Background: an optimization exercise with open tools, aiming at a short achievable clock period and few clock cycles. Do not read the settings as production practice. No functional check of the RTL was part of any run shown here. Power and IR drop assume default switching activity.

===== design/flow/design.v =====
module core
(
    clock_in,
    mem_in,
    reset_in,
    led_out,
    mem_fetch,
    mem_we,
    mem_oe,
    mem_add,
    mem_out
);
    input clock_in;
    input [15:0] mem_in;
    input reset_in;
    output [7:0] led_out;
    output mem_fetch;
    output mem_we;
    output mem_oe;
    output [15:0] mem_add;
    output [15:0] mem_out;
    reg m_fetch, m_load, m_store, m_halt;
    reg [15:0] addr;
    reg [15:0] sdat;
    reg [2:0] m_dr;
    reg [15:0] r0, r1, r2, r3, r4, r5, r6, r7;
    reg [2:0] cc;    
    reg [7:0] led;
    reg [15:0] dh;
    reg [15:0] dh_pc;
    reg e_v;
    reg [15:0] e_a, e_b, e_s, e_pc1;
    reg [2:0] e_dr;
    reg e_wr, e_cc, e_and, e_not, e_link, e_led, e_mem, e_ld;
    assign mem_add = addr;
    assign mem_oe = m_fetch | m_load;
    assign mem_fetch = m_fetch;
    assign mem_we = m_store;
    assign mem_out = sdat;
    assign led_out = led;
    wire [15:0] sum = e_a + e_b;
    wire [15:0] alu = e_link ? e_pc1 : e_and ? (e_a & e_b) : e_not ? ~e_a : sum;
    wire wen = m_load | (e_v & e_wr);
    wire [2:0] wdr = m_load ? m_dr : e_dr;
    wire [15:0] wval = m_load ? mem_in : alu;
    function [2:0] setcc;
        input [15:0] v;
        setcc = v[15] ? 3'b100 : (v == 16'h0) ? 3'b010 : 3'b001;
    endfunction
    wire [2:0] cc_next = m_load ? setcc(mem_in) : (e_v & e_cc) ? setcc(alu) : cc;
    function [15:0] rsel;
        input [2:0] s;
        input [15:0] a0, a1, a2, a3, a4, a5, a6, a7;
        case (s)
            3'd0: rsel = a0;
            3'd1: rsel = a1;
            3'd2: rsel = a2;
            3'd3: rsel = a3;
            3'd4: rsel = a4;
            3'd5: rsel = a5;
            3'd6: rsel = a6;
            default: rsel = a7;
        endcase
    endfunction
    wire [15:0] di = m_fetch ? mem_in : dh;
    wire [15:0] dpc = m_fetch ? addr : dh_pc;
    wire [3:0] op = di[15:12];
    wire [2:0] sr1 = di[8:6];
    wire [2:0] sr2 = di[2:0];
    wire [2:0] drf = di[11:9];
    wire [15:0] ra = (wen && wdr == sr1) ? wval : rsel(sr1, r0, r1, r2, r3, r4, r5, r6, r7);
    wire [15:0] rb = (wen && wdr == sr2) ? wval : rsel(sr2, r0, r1, r2, r3, r4, r5, r6, r7);
    wire [15:0] rs = (wen && wdr == drf) ? wval : rsel(drf, r0, r1, r2, r3, r4, r5, r6, r7);
    wire [15:0] dpc1 = dpc + 16'h1;
    wire [15:0] off9 = {{7{di[8]}}, di[8:0]};
    wire [15:0] off11 = {{5{di[10]}}, di[10:0]};
    wire is_jsr = (op == 4'h4);
    wire [16:0] tgt_x = {dpc, 1'b1} + {(is_jsr ? off11 : off9), 1'b1};
    wire [15:0] tgt = tgt_x[16:1];    
    wire taken = ((op == 4'h0) && ((drf & cc_next) != 3'b000)) || (is_jsr && di[11]);
    wire jmp = (op == 4'hc) || (is_jsr && !di[11]);
    wire [15:0] nfa = jmp ? ra : taken ? tgt : dpc1;
    wire halt_d = ((op == 4'hf) && (di[7:0] == 8'h25)) ||
                  (op == 4'h8) || (op == 4'ha) || (op == 4'hb) || (op == 4'hd);
    wire pcrel = (op == 4'he) || (op == 4'h2) || (op == 4'h3);
    wire alu_op = (op == 4'h1) || (op == 4'h5);
    wire base_op = (op == 4'h6) || (op == 4'h7);
    wire [15:0] da = pcrel ? dpc1 : ra;
    wire [15:0] db = alu_op ? (di[5] ? {{11{di[4]}}, di[4:0]} : rb) :
                     base_op ? {{10{di[5]}}, di[5:0]} : off9;
    wire go_mem = e_v & e_mem;
    always @(posedge clock_in or posedge reset_in) begin
        if (reset_in) begin
            m_fetch <= 1'b1;
            m_load <= 1'b0;
            m_store <= 1'b0;
            m_halt <= 1'b0;
            addr <= 16'h3000;
            e_v <= 1'b0;
            r0 <= 16'h0;
            r1 <= 16'h1;
            r2 <= 16'h2;
            r3 <= 16'h3;
            r4 <= 16'h0;
            r5 <= 16'h0;
            r6 <= 16'h0;
            r7 <= 16'h0;
            cc <= 3'b000;
            led <= 8'h0;
        end else if (!m_halt) begin
            if (wen) begin
                case (wdr)
                    3'd0: r0 <= wval;
                    3'd1: r1 <= wval;
                    3'd2: r2 <= wval;
                    3'd3: r3 <= wval;
                    3'd4: r4 <= wval;
                    3'd5: r5 <= wval;
                    3'd6: r6 <= wval;
                    default: r7 <= wval;
                endcase
            end
            cc <= cc_next;
            if (e_v & e_led)
                led <= led + 8'h1;
            if (go_mem) begin
                m_fetch <= 1'b0;
                m_load <= e_ld;
                m_store <= !e_ld;
                addr <= sum;
                e_v <= 1'b0;
            end else if (halt_d) begin
                m_fetch <= 1'b0;
                m_load <= 1'b0;
                m_store <= 1'b0;
                m_halt <= 1'b1;
                addr <= 16'hffff;
                e_v <= 1'b0;
            end else begin
                m_fetch <= 1'b1;
                m_load <= 1'b0;
                m_store <= 1'b0;
                addr <= nfa;
                e_v <= 1'b1;
            end
        end
    end
    always @(posedge clock_in) begin
        if (go_mem) begin
            sdat <= e_s;
            m_dr <= e_dr;
        end
        if (m_fetch) begin
            dh <= mem_in;
            dh_pc <= addr;
        end
        e_a <= da;
        e_b <= db;
        e_s <= rs;
        e_pc1 <= dpc1;
        e_dr <= is_jsr ? 3'd7 : drf;
        e_wr <= alu_op || (op == 4'h9) || (op == 4'he) || (op == 4'h2) || (op == 4'h6) || is_jsr;
        e_cc <= alu_op || (op == 4'h9) || (op == 4'he);
        e_and <= (op == 4'h5);
        e_not <= (op == 4'h9);
        e_link <= is_jsr;
        e_led <= (op == 4'hf) && (di[7:0] == 8'h30);
        e_mem <= (op == 4'h2) || (op == 4'h3) || (op == 4'h6) || (op == 4'h7);
        e_ld <= (op == 4'h2) || (op == 4'h6);
    end
endmodule

===== design/flow/config.mk =====
export PLATFORM = sky130hd
export DESIGN_NAME = core
export DESIGN_NICKNAME = core
export VERILOG_FILES = /design/flow/design.v
export SDC_FILE = /design/flow/constraint.sdc
export NUM_CORES = 4
export LEC_CHECK = 0
export CAP_MARGIN = 20
export CORE_MARGIN = 2
export CORE_UTILIZATION = 40
export SLEW_MARGIN = 20

===== design/flow/run.sh =====
#!/bin/bash
# synth_recipe.tcl (not shown) runs the flow's synth.tcl, then flattens the netlist and writes it again
# the make line also repeats each setting of config.mk as NAME=value (left out here)
make -C /OpenROAD-flow-scripts/flow DESIGN_CONFIG=/design/flow/config.mk WORK_HOME=/design/flow/orfs CLKGATE_MAP_FILE= SYNTH_SCRIPT=/design/flow/synth_recipe.tcl finish

===== design/flow/constraint.sdc =====
create_clock -name core_clock -period 8.0 [get_ports {clock_in}]
set_input_delay 1.6000 -clock core_clock [delete_from_list [all_inputs] [get_ports {clock_in}]]
set_output_delay 1.6000 -clock core_clock [all_outputs]
set_load 0.01 [all_outputs]

==> flow_summary.yaml, run 1 <==
outcome:
  outcome: "finished clean"
yosys:
  synth-seq-cells: 286
  postSynth.asyncResetShare_pct: 55.9
  synth.avg_cell_area_um2: 8.43
  top_cell_type_by_total_area_after_synthesis: "dfrtp_1"
  yosys_cell_types: 92
  synth.yosys.warnings: 1
  ys.flop_type: "dfrtp_1"
  post_synthesis_cell_area_um2: 16500
  mappedNetlistNets: 2010
  post_synth_inst_count: 1957
  seq_area_frac_synth_pct: 40.8
  synth_edf_count: 19
  synth.top_cells.by_area: "dfrtp_1, dfxtp_1, nand2_1"
  synth_largest_type_area_fraction_pct: 23.2
sta:
  slew_headroom_pct: 21.3
  final-setup-viol-count: 0
  unrepaired_setup_endpoints_after_global_routing: "no"
  hold_viol: 0
  setup-tns-final_ns: 0
  max_clock_freq_ghz: 0.185
  fin_crit_period_ns: 5.41
  timing_max_transition_violations_final: 0
  fin_skew_ns: 0.0282
  timing.final.crit_share_pct: 67.6
  actual_transition_at_the_worst_max_transition_pin_ns: 1.18
clock_tree:
  ctsResizeCount: 0
  clock_tree_from_tritoncts: "built"
  cts_sinks: 286
  tritoncts.num_buffers: 34
  clk_path_buf_depth: 3
  cts.root.buffer_cell: "clkbuf_16"
  hold_buffers: 0
  cts.reportedPaths.clkPinSlew_ns: 0.06
  clock_insertion_delay_at_the_later_pin_of_the_skew_report_ns: 0.54
  post_cts.repair.setup_buffers: 0
  htree_num_levels: 2
final_layout:
  area_growth_syn_to_layout_pct: 13.9
  antenna-diode-count: 0
  stdcell_area_um2: 18800
  layout-drive-gt1-share_pct: 9.30
  final_nets: 2006
placement:
  detailedPlacementHpwl_um: 42900
  gp_routability_congestion: 0.952
  port_buffers: 60
  placement.cell_area_um2: 17600
global_routing:
  initial_antenna_violation_count: 1
  grt_pass1_wl_um: 94100
  grt_overflow: 0
  grt_pass1_vias: 14942
  grt_max_degree: 91
  groute.usage.overall_pct: 28.3
worst_setup_path:
  critPathCaptureType: "flip-flop"
  critPathMaxFanout: 15
  r2r_slack_ns: 3.21
  crit_chain: "clkdlybuf4s50_1 > mux2i_1 > clkinv_1 > ha_1 > nand3_1 > a2111oi_0 > nor3_1 > o31a_1 > o21bai_1 > a21oi_1 > xnor2_1 > nand2_1 > a31oi_1"
  arrival_time_at_the_worst_endpoint_ns: 5.86
  cpPeakStageDelay_ns: 0.78
  crit_slowest_cell: "clkinv_1"
  worst_ep_required_time_ns: 8.45
  criticalPathCategory: "in2reg"
  setup.worst_path.start_class: "input port"
route:
  routed_wire_length_per_instance_um: 24.7
  via_count: 15838
  initialDrtViolationCount: 2013
  drt-vias-per-instance: 6.31
  drt_pass1_iterations: 6
  drt_wl_total_um: 62000
  drcViolationCount: 0
  postRouteAntennaNets: 0
power:
  power_leakage_nw: 7.84
  power-per-cell-area_nw_per_um2: 206
  max-vdd-ir-drop_mv: 0.117
die:
  die_height_um: 207
  start_util_pct: 40.5
  die_x_um: 207
  rows: 74
  die_area_um2: 42900
  total_core_area_um2: 40700
  floorplan.io_pins: 61
worst_hold_path:
  worstHoldPathType: "reg2reg"
flow_run:
  drv_cap: 0
-- kinds of logic after synthesis --
group,synth area share [%]
xor+xnor,3.13
flops,40.8
compound gates,24.4
simple gates,16.8
fa+ha+maj,2.75
buf+inv,4.43
mux,7.66
-- final cells by class --
class                   count  area [um^2]
inverters                  46          178
fillers                  3990        21900
clock inverters            11          164
clock buffers              50          992
repair buffers            101          916
flip-flops and latches    286         6730
multi-input cells        1484         9150
well taps                 532          666
-- worst max-delay path: cells and delay by family --
family / cells / cell delay [ns]
xor+xnor: 1 / 0.15
simple gates: 3 / 0.39
fa+ha+maj: 1 / 0.70
compound gates: 5 / 1.32
buf+inv: 2 / 1.29
mux: 1 / 0.42
-- synthesized netlist by cell type (all sizes together) (5+ instances only) --
cell,instances
buf,38
dfstp,7
a21oi,155
a211oi,28
dfxtp,107
nor4,12
mux2i,67
a2111oi,5
a311oi,14
o221ai,31
nand4,11
xor2,13
ha,33
o21ai,193
a21o,15
nand2b,15
and3,14
o31ai,7
nor2b,10
o22ai,52
a221oi,12
o21a,7
nand3,39
inv,44
dfrtp,153
nor3,26
xnor2,46
clkbuf,103
nand2,318
mux2,26
nor2,183
mux4,13
a31oi,27
o211ai,9
or2,6
edfxtp,19
or3,6
a22oi,37
-- state kept, by name, indices dropped and copies added (netlist names), 3 cells and up --
register and flops:
m_dr 3, r0 16, sdat 16, r3 16, dh_pc 16, addr 16, r5 16, e_a 16
led 8, r6 16, cc 3, e_b 16, dh 16, e_pc1 16, e_dr 3, e_s 16
r7 16, r4 16, r2 16, r1 16
-- metrics by stage --
step                      setup slack [ns]  utilization [%]  hold WS, ns  std cells  power, mW
after CTS                             2.71             46.1        0.403       2509       3.87
after global placement                2.27             43.2        0.387       2448       2.23
after detailed placement              2.18             43.2        0.391       2448       2.24
final                                 2.59             46.1        0.401       2510       3.88
after global routing                  2.39             46.1        0.411       2510       4.00
after floorplan                       2.09                -        0.386       1957       2.00
-- cells in the final DEF (no fill, tap or decap), drive strengths merged, types with 15 or more instances in the layout --
master | Yosys | layout
nand3 | 39 | 39
dfxtp | 107 | 107
o221ai | 31 | 31
nor2 | 183 | 183
ha | 33 | 33
o22ai | 52 | 52
edfxtp | 19 | 19
buf | 38 | 41
nand2b | 15 | 15
a22oi | 37 | 37
a31oi | 27 | 27
mux2i | 67 | 67
o21ai | 193 | 193
xnor2 | 46 | 46
clkbuf | 103 | 50
mux2 | 26 | 26
dfrtp | 153 | 153
a211oi | 28 | 28
nand2 | 318 | 318
inv | 44 | 45
a21o | 15 | 15
nor3 | 26 | 26
clkdlybuf4s50 | 0 | 60
a21oi | 155 | 155
-- where the power goes --
| group | total [mW] | switching, mW | internal (mW) |
|---|---|---|---|
| combinational | 0.726 | 0.499 | 0.227 |
| clock | 1.64 | 0.647 | 0.991 |
| sequential | 1.51 | 0.0198 | 1.49 |
| total | 3.88 | 1.17 | 2.71 |
-- layer usage --
| metal | track usage (%) | up-vias | part of all wire (%) | wire length, um |
|---|---|---|---|---|
| met1 | 39.3 | 7730 | 43 | 26500 |
| met2 | 42.1 | 840 | 43 | 26500 |
| li1 | - | 7079 | - | - |
| met3 | 6.31 | 187 | 9.7 | 5990 |
| met4 | 12.5 | 2 | 4.8 | 2950 |
| met5 | 0 | - | 0.015 | 9 |
-- final timing paths --
path | cells after the start | end | from
max | 13 | addr[15] | mem_in[8]
min | 0 | sdat[9] | e_s[9]
max reg2reg | 16 | addr[15] | m_fetch
min reg2reg | 0 | sdat[9] | e_s[9]
max in group asynchronous | 3 | addr[0] | reset_in
min in group asynchronous | 2 | r1[8] | reset_in
==> inputs of run 2 (changes only) <==
--- a/design/flow/config.mk
+++ b/design/flow/config.mk
@@ -9,3 +9,5 @@
 export CORE_MARGIN = 2
 export CORE_UTILIZATION = 40
+export SETUP_SLACK_MARGIN = 5
 export SLEW_MARGIN = 20
+export TNS_END_PERCENT = 100
==> run 2 against run 1 <==
- clock skew increased by 0.0030 ns
- via count is 9.5% higher
- worst hold slack got worse by 0.00077 ns
- first-iteration DRC count is 28% higher
- still clean
- non-clock buffer count rose by 183
- setup slack gained 1.5 ns
- power up 14%
- wire length is 19% higher
==> flow_summary.yaml, run 2 <==
clock_tree:
  hold_buffers: 0
  tritoncts.num_buffers: 35
  clock_tree_from_tritoncts: "built"
  clock_insertion_delay_at_the_later_pin_of_the_skew_report_ns: 0.57
  cts.reportedPaths.clkPinSlew_ns: 0.06
  cts_sinks: 286
  cts.root.buffer_cell: "clkbuf_16"
  htree_num_levels: 2
  clk_path_buf_depth: 3
die:
  die_x_um: 207
  floorplan.io_pins: 61
  die_area_um2: 42900
  start_util_pct: 40.5
  total_core_area_um2: 40700
  rows: 74
  die_height_um: 207
route:
  postRouteAntennaNets: 0
  drt_pass1_iterations: 10
  drt_wl_total_um: 73700
  drcViolationCount: 0
  initialDrtViolationCount: 2571
  via_count: 17337
  routed_wire_length_per_instance_um: 27.3
  drt-vias-per-instance: 6.42
worst_hold_path:
  worstHoldPathType: "reg2reg"
worst_setup_path:
  crit_path_frequent_cell: "a21oi_4"
  crit_slowest_cell: "fa_2"
  worst_ep_required_time_ns: 8.47
  setup.worst_path.start_class: "flip-flop"
  crit_chain: "ha_4 > fa_2 > a211o_1 > a311o_1 > buf_4 > a21oi_4 > mux2i_1 > nor3_2 > nor4_4 > and3_4 > a41oi_4 > a21oi_4 > mux2_4 > o21ai_2"
  cpPeakStageDelay_ns: 0.35
  arrival_time_at_the_worst_endpoint_ns: 4.40
  critPathCaptureType: "flip-flop"
  critPathMaxFanout: 4
  crit_family: "compound AO/OA/AOI/OAI gates"
  worst-path-buf-inv: 1
  criticalPathCategory: "reg2reg"
sta:
  fin_skew_ns: 0.0313
  max_clock_freq_ghz: 0.255
  actual_transition_at_the_worst_max_transition_pin_ns: 1.03
  fin_crit_period_ns: 3.93
  final-setup-viol-count: 0
  timing.final.crit_share_pct: 49.1
  fin_ws_ns: 4.07
  timing_max_transition_violations_final: 0
  setup-tns-final_ns: 0
  hold_viol: 0
  unrepaired_setup_endpoints_after_global_routing: "yes"
  slew_headroom_pct: 31.1
final_layout:
  layout.cells.non_filler: 2701
  final_nets: 2194
  layout.cells.most_common: "nand2_1"
  layout-drive-gt1-share_pct: 29.3
  area_growth_syn_to_layout_pct: 40.3
  finish.utilization_pct: 56.8
  mostFrequentLayoutCells: "nand2_1, nor2_1, dfrtp_1"
  fillers: 3507
yosys:
  synth_edf_count: 19
  synth-seq-cells: 286
  yosys_cell_types: 92
  synth.top_cells.by_area: "dfrtp_1, dfxtp_1, nand2_1"
  mappedNetlistNets: 2010
  post_synthesis_cell_area_um2: 16500
  seq_area_frac_synth_pct: 40.8
  postSynth.asyncResetShare_pct: 55.9
  synth_largest_type_area_fraction_pct: 23.2
  ys.flop_type: "dfrtp_1"
  post_synth_inst_count: 1957
  top_cell_type_by_total_area_after_synthesis: "dfrtp_1"
  yosys.cell_count.top_type: "nand2_1"
  synth.cells.most_frequent: "nand2_1, o21ai_0, nor2_1"
  synth.avg_cell_area_um2: 8.43
  synth.yosys.warnings: 1
flow_run:
  drv_cap: 0
placement:
  detailedPlace.worstSlack_ns: 2.60
  place_inst: 2450
  port_buffers: 60
  detailedPlacementHpwl_um: 44900
  gp_routability_congestion: 0.969
global_routing:
  groute.usage.overall_pct: 31.8
  met1_track_demand_over_resource_in_global_routing_pct: 41.2
  use_met2_pct: 47.8
  grt_max_degree: 70
  gr-usage-met3_pct: 7.78
  grt_pass1_vias: 16238
  initial_antenna_violation_count: 0
  global_route.peak_usage_layer: "met2"
  grt_pass1_wl_um: 104000
  grt_overflow: 0
power:
  max-vdd-ir-drop_mv: 0.171
  power_leakage_nw: 9.66
  total_power_after_layout_mw: 4.41
  power-per-cell-area_nw_per_um2: 191
outcome:
  outcome: "finished clean"
run 2: cell count changes in the layout (fill, tap and decap cells not counted), moves of 19 or more:
cell / before / now
clkdlybuf4s50_1: 60 / 2
o21ai_2: 1 / 26
o21ai_1: 8 / 27
o21ai_0: 184 / 134
a21oi_1: 153 / 112
buf_12: 0 / 36
a21oi_2: 2 / 38
buf_4: 40 / 132
buf_6: 0 / 35
nor2_1: 181 / 157
dlygate4sd2_1: 0 / 42
run 2: cells by family after synthesis:
family | after synthesis | synth area share (%)
XOR/XNOR | 59 | 3.13
adder cells (fa/ha/maj) | 35 | 2.75
buffers and inverters | 187 | 4.43
AND/OR/NAND/NOR | 649 | 16.8
AO/OA/AOI/OAI | 635 | 24.4
flip-flops | 286 | 40.8
multiplexers | 106 | 7.66
run 2: worst paths after layout:
kind / start / end / slack [ns] / depth (start not counted)
setup / recovery: e_a[0] / addr[1] / 4.07 / 14
hold / removal: e_s[3] / sdat[3] / 0.40 / 0
setup reg to reg: e_a[0] / addr[1] / 4.07 / 14
hold reg to reg: e_s[3] / sdat[3] / 0.40 / 0
max in group asynchronous: reset_in / led[0] / 5.33 / 3
min in group asynchronous: reset_in / r2[10] / 1.54 / 2
run 2: per-layer routing:
metal	wire length [um]	share of wire [%]	up-vias
li1	-	-	7491
met1	27800	38	8268
met2	31600	43	1193
met3	8440	11	385
met4	5790	7.9	0
met5	0	0	-
run 2: power by group:
part	internal, mW	total [mW]	leakage, nW	switching [mW]
registers	1.49	1.51	2.56	0.0203
clock network	1.09	1.78	0.616	0.683
logic	0.458	1.12	6.48	0.667
run 2: stage by stage:
step | instance area, um^2 | hold slack (ns)
2_1_floorplan | 17000 | 0.386
3_3_place_gp | 17900 | 0.386
3_5_place_dp | 17900 | 0.389
4_1_cts | 21700 | 0.401
5_1_grt | 23100 | 0.409
6_report | 23100 | 0.400
run 2: timing repair:
| action | 4_1_cts | 5_1_grt |
|---|---|---|
| pin swaps | 78 | 87 |
| gates cloned | 16 | 7 |
| gates resized for setup | 406 | 179 |
| buffers inserted | 98 | 65 |
| setup endpoints to repair | 157 | 224 |
run 2: layout make-up:
type | instances | area, um^2 | area share (%)
Antenna cell | 1 | 2.50 | 0.0108
Sequential cell | 286 | 6740 | 29.1
Tap cell | 532 | 666 | 2.88
Timing Repair Buffer | 284 | 3260 | 14.1
Timing Repair inverter | 3 | 26.3 | 0.114
Clock buffer | 45 | 973 | 4.21
Multi-Input combinational cell | 1485 | 10900 | 47.2
Inverter | 46 | 265 | 1.15
Clock inverter | 19 | 297 | 1.28
==> inputs of run 3 (changes only) <==
--- a/design/flow/config.mk
+++ b/design/flow/config.mk
@@ -6,4 +6,5 @@
 export NUM_CORES = 4
 export LEC_CHECK = 0
+export ABC_CLOCK_PERIOD_IN_PS = 2500
 export CAP_MARGIN = 20
 export CORE_MARGIN = 2
==> run 3 against run 2 <==
- wire length unchanged
- register-to-register slack about the same
- global-route usage unchanged
- sequential share of layout area unchanged
- die area unchanged
- synthesized cell count unchanged
- non-clock buffer count unchanged
- power unchanged
- core utilization unchanged
==> flow_summary.yaml, run 3 <==
yosys:
  synth.yosys.warnings: 1
  postSynth.asyncResetShare_pct: 55.9
  ys.flop_type: "dfrtp_1"
  synth.top_cells.by_area: "dfrtp_1, dfxtp_1, nand2_1"
  synth.avg_cell_area_um2: 8.43
  mappedNetlistNets: 2010
  synth_edf_count: 19
  post_synthesis_cell_area_um2: 16500
  post_synth_inst_count: 1957
  yosys_cell_types: 92
  synth-seq-cells: 286
  synth_largest_type_area_fraction_pct: 23.2
  seq_area_frac_synth_pct: 40.8
  yosys.cell_count.top_type: "nand2_1"
  top_cell_type_by_total_area_after_synthesis: "dfrtp_1"
  synth.cells.most_frequent: "nand2_1, o21ai_0, nor2_1"
route:
  drt_wl_total_um: 73700
  postRouteAntennaNets: 0
  drcViolationCount: 0
  routed_wire_length_per_instance_um: 27.3
  initialDrtViolationCount: 2571
  drt_pass1_iterations: 10
  drt-vias-per-instance: 6.42
  via_count: 17337
sta:
  hold_viol: 0
  fin_worst_hold_slack_ns: 0.400
  timing.final.crit_share_pct: 49.1
  fin_crit_period_ns: 3.93
  timing_max_transition_violations_final: 0
  final-setup-viol-count: 0
  slew_headroom_pct: 31.1
  setup-tns-final_ns: 0
  actual_transition_at_the_worst_max_transition_pin_ns: 1.03
  max_clock_freq_ghz: 0.255
  fin_skew_ns: 0.0313
  unrepaired_setup_endpoints_after_global_routing: "yes"
global_routing:
  grt_pass1_vias: 16238
  grt_max_degree: 70
  grt_pass1_wl_um: 104000
  groute.usage.overall_pct: 31.8
  grt_overflow: 0
  initial_antenna_violation_count: 0
clock_tree:
  cts.root.buffer_cell: "clkbuf_16"
  tritoncts.num_buffers: 35
  cts.reportedPaths.clkPinSlew_ns: 0.06
  hold_buffers: 0
  cts_sinks: 286
  clk_path_buf_depth: 3
  clock_tree_from_tritoncts: "built"
  clock_insertion_delay_at_the_later_pin_of_the_skew_report_ns: 0.57
  htree_num_levels: 2
die:
  start_util_pct: 40.5
  floorplan.io_pins: 61
  total_core_area_um2: 40700
  die_height_um: 207
  die_x_um: 207
  rows: 74
  die_area_um2: 42900
worst_setup_path:
  critPathMaxFanout: 4
  crit_chain: "ha_4 > fa_2 > a211o_1 > a311o_1 > buf_4 > a21oi_4 > mux2i_1 > nor3_2 > nor4_4 > and3_4 > a41oi_4 > a21oi_4 > mux2_4 > o21ai_2"
  crit_family: "compound AO/OA/AOI/OAI gates"
  arrival_time_at_the_worst_endpoint_ns: 4.40
  worst_ep_required_time_ns: 8.47
  critPathCaptureType: "flip-flop"
  setup.worst_path.start_class: "flip-flop"
  crit_path_frequent_cell: "a21oi_4"
  worst-path-buf-inv: 1
  criticalPathCategory: "reg2reg"
  r2r_slack_ns: 4.07
  cpPeakStageDelay_ns: 0.35
  crit_slowest_cell: "fa_2"
final_layout:
  layout.cells.non_filler: 2701
  layout-drive-gt1-share_pct: 29.3
  layout.cells.most_common: "nand2_1"
  area_growth_syn_to_layout_pct: 40.3
  mostFrequentLayoutCells: "nand2_1, nor2_1, dfrtp_1"
  final_nets: 2194
outcome:
  outcome: "finished clean"
power:
  max-vdd-ir-drop_mv: 0.171
  power_leakage_nw: 9.66
  power-per-cell-area_nw_per_um2: 191
worst_hold_path:
  worstHoldPathType: "reg2reg"
placement:
  port_buffers: 60
  detailedPlacementHpwl_um: 44900
  place_inst: 2450
  gp_routability_congestion: 0.969
flow_run:
  drv_cap: 0
-- run 3: cell counts after synthesis --
Identical to the previous run, type by type.
-- run 3: cell type report --
cell class              count  area [um^2]
diodes                      1         2.50
clock buffers              45          973
clock inverters            19          297
fillers                  3507        17600
inverters                  46          265
multi-input cells        1485        10900
flip-flops and latches    286         6740
well taps                 532          666
repair buffers            284         3260
repair inverters            3         26.3
-- run 3: cells by family (layout without fill, tap and decap cells) --
logic type / after synthesis / after routing / synth area share, %
simple gates: 649 / 650 / 16.8
compound gates: 635 / 635 / 24.4
flops: 286 / 286 / 40.8
buf+inv: 187 / 397 / 4.43
mux: 106 / 106 / 7.66
xor+xnor: 59 / 59 / 3.13
fa+ha+maj: 35 / 35 / 2.75
other cells: 0 / 1 / 0
-- run 3: repair_timing --
action                     CTS  global route
setup buffers               98            65
resized for setup          406           179
pin swaps                   78            87
setup endpoints to repair  157           224
cloned                      16             7
-- run 3: final timing paths --
| kind | start | endpoint | cells past startpoint |
|---|---|---|---|
| max | e_a[0] | addr[1] | 14 |
| max in group asynchronous | reset_in | led[0] | 3 |
| min in group asynchronous | reset_in | r2[10] | 2 |
| min | e_s[3] | sdat[3] | 0 |
| max reg2reg | e_a[0] | addr[1] | 14 |
| min reg2reg | e_s[3] | sdat[3] | 0 |
-- run 3: power breakdown --
part / internal (mW) / switching (mW) / total, mW / leakage, nW
clock: 1.09 / 0.683 / 1.78 / 0.616
combinational: 0.458 / 0.667 / 1.12 / 6.48
sequential: 1.49 / 0.0203 / 1.51 / 2.56
-- run 3: per-stage QoR --
step                util, %  power (mW)  worst slack (ns)  area [um^2]
floorplan                 -        2.02              3.61        17000
global placement       43.9        2.26              2.62        17900
detailed placement     43.9        2.27              2.60        17900
CTS                    53.4        4.23              4.21        21700
global route           56.8        4.53              4.01        23100
finish                 56.8        4.41              4.07        23100
-- run 3: per-layer routing --
metal	track usage (%)	up-vias	part of all wire, %
li1	-	7491	-
met1	41.2	8268	38
met2	47.8	1193	43
met3	7.78	385	11
met4	19.6	0	7.9
met5	0	-	0

[separate check: timing with driven ports]
The flow's constraints put no driver on any port. The routed layouts listed below were extracted and timed again, unchanged, in two steps.
Step 1 assumes that a clkbuf_16 drives the clock port and a buf_2 every other input.
Step 2 times the ports against the registers' clock, not the clock port: input delays grow and output delays shrink by t, the midpoint of the rising clock arrivals with the driver on.
a / b / c = ideal / step 1 / step 2; a / b = the first two.
| run | t, ns | setup WS [ns] | worst hold slack (ns) | worst setup path at the end | latest minus earliest clock arrival (ns) |
|---|---|---|---|---|---|
| run 1 | 0.581 | 2.595 / 2.619 / 2.038 | 0.401 / 0.401 / 0.401 | input to register | 0.029 / 0.029 |
| run 2 | 0.603 | 4.071 / 4.071 / 3.545 | 0.400 / 0.400 / 0.400 | input to register | 0.032 / 0.031 |
| run 3 | 0.603 | 4.071 / 4.071 / 3.545 | 0.400 / 0.400 / 0.400 | input to register | 0.032 / 0.031 |
After both steps every run listed still meets setup and hold. For run 1, which loses most, drivers alone change the setup slack by +0.024 ns; drivers and shift together by -0.557 ns.
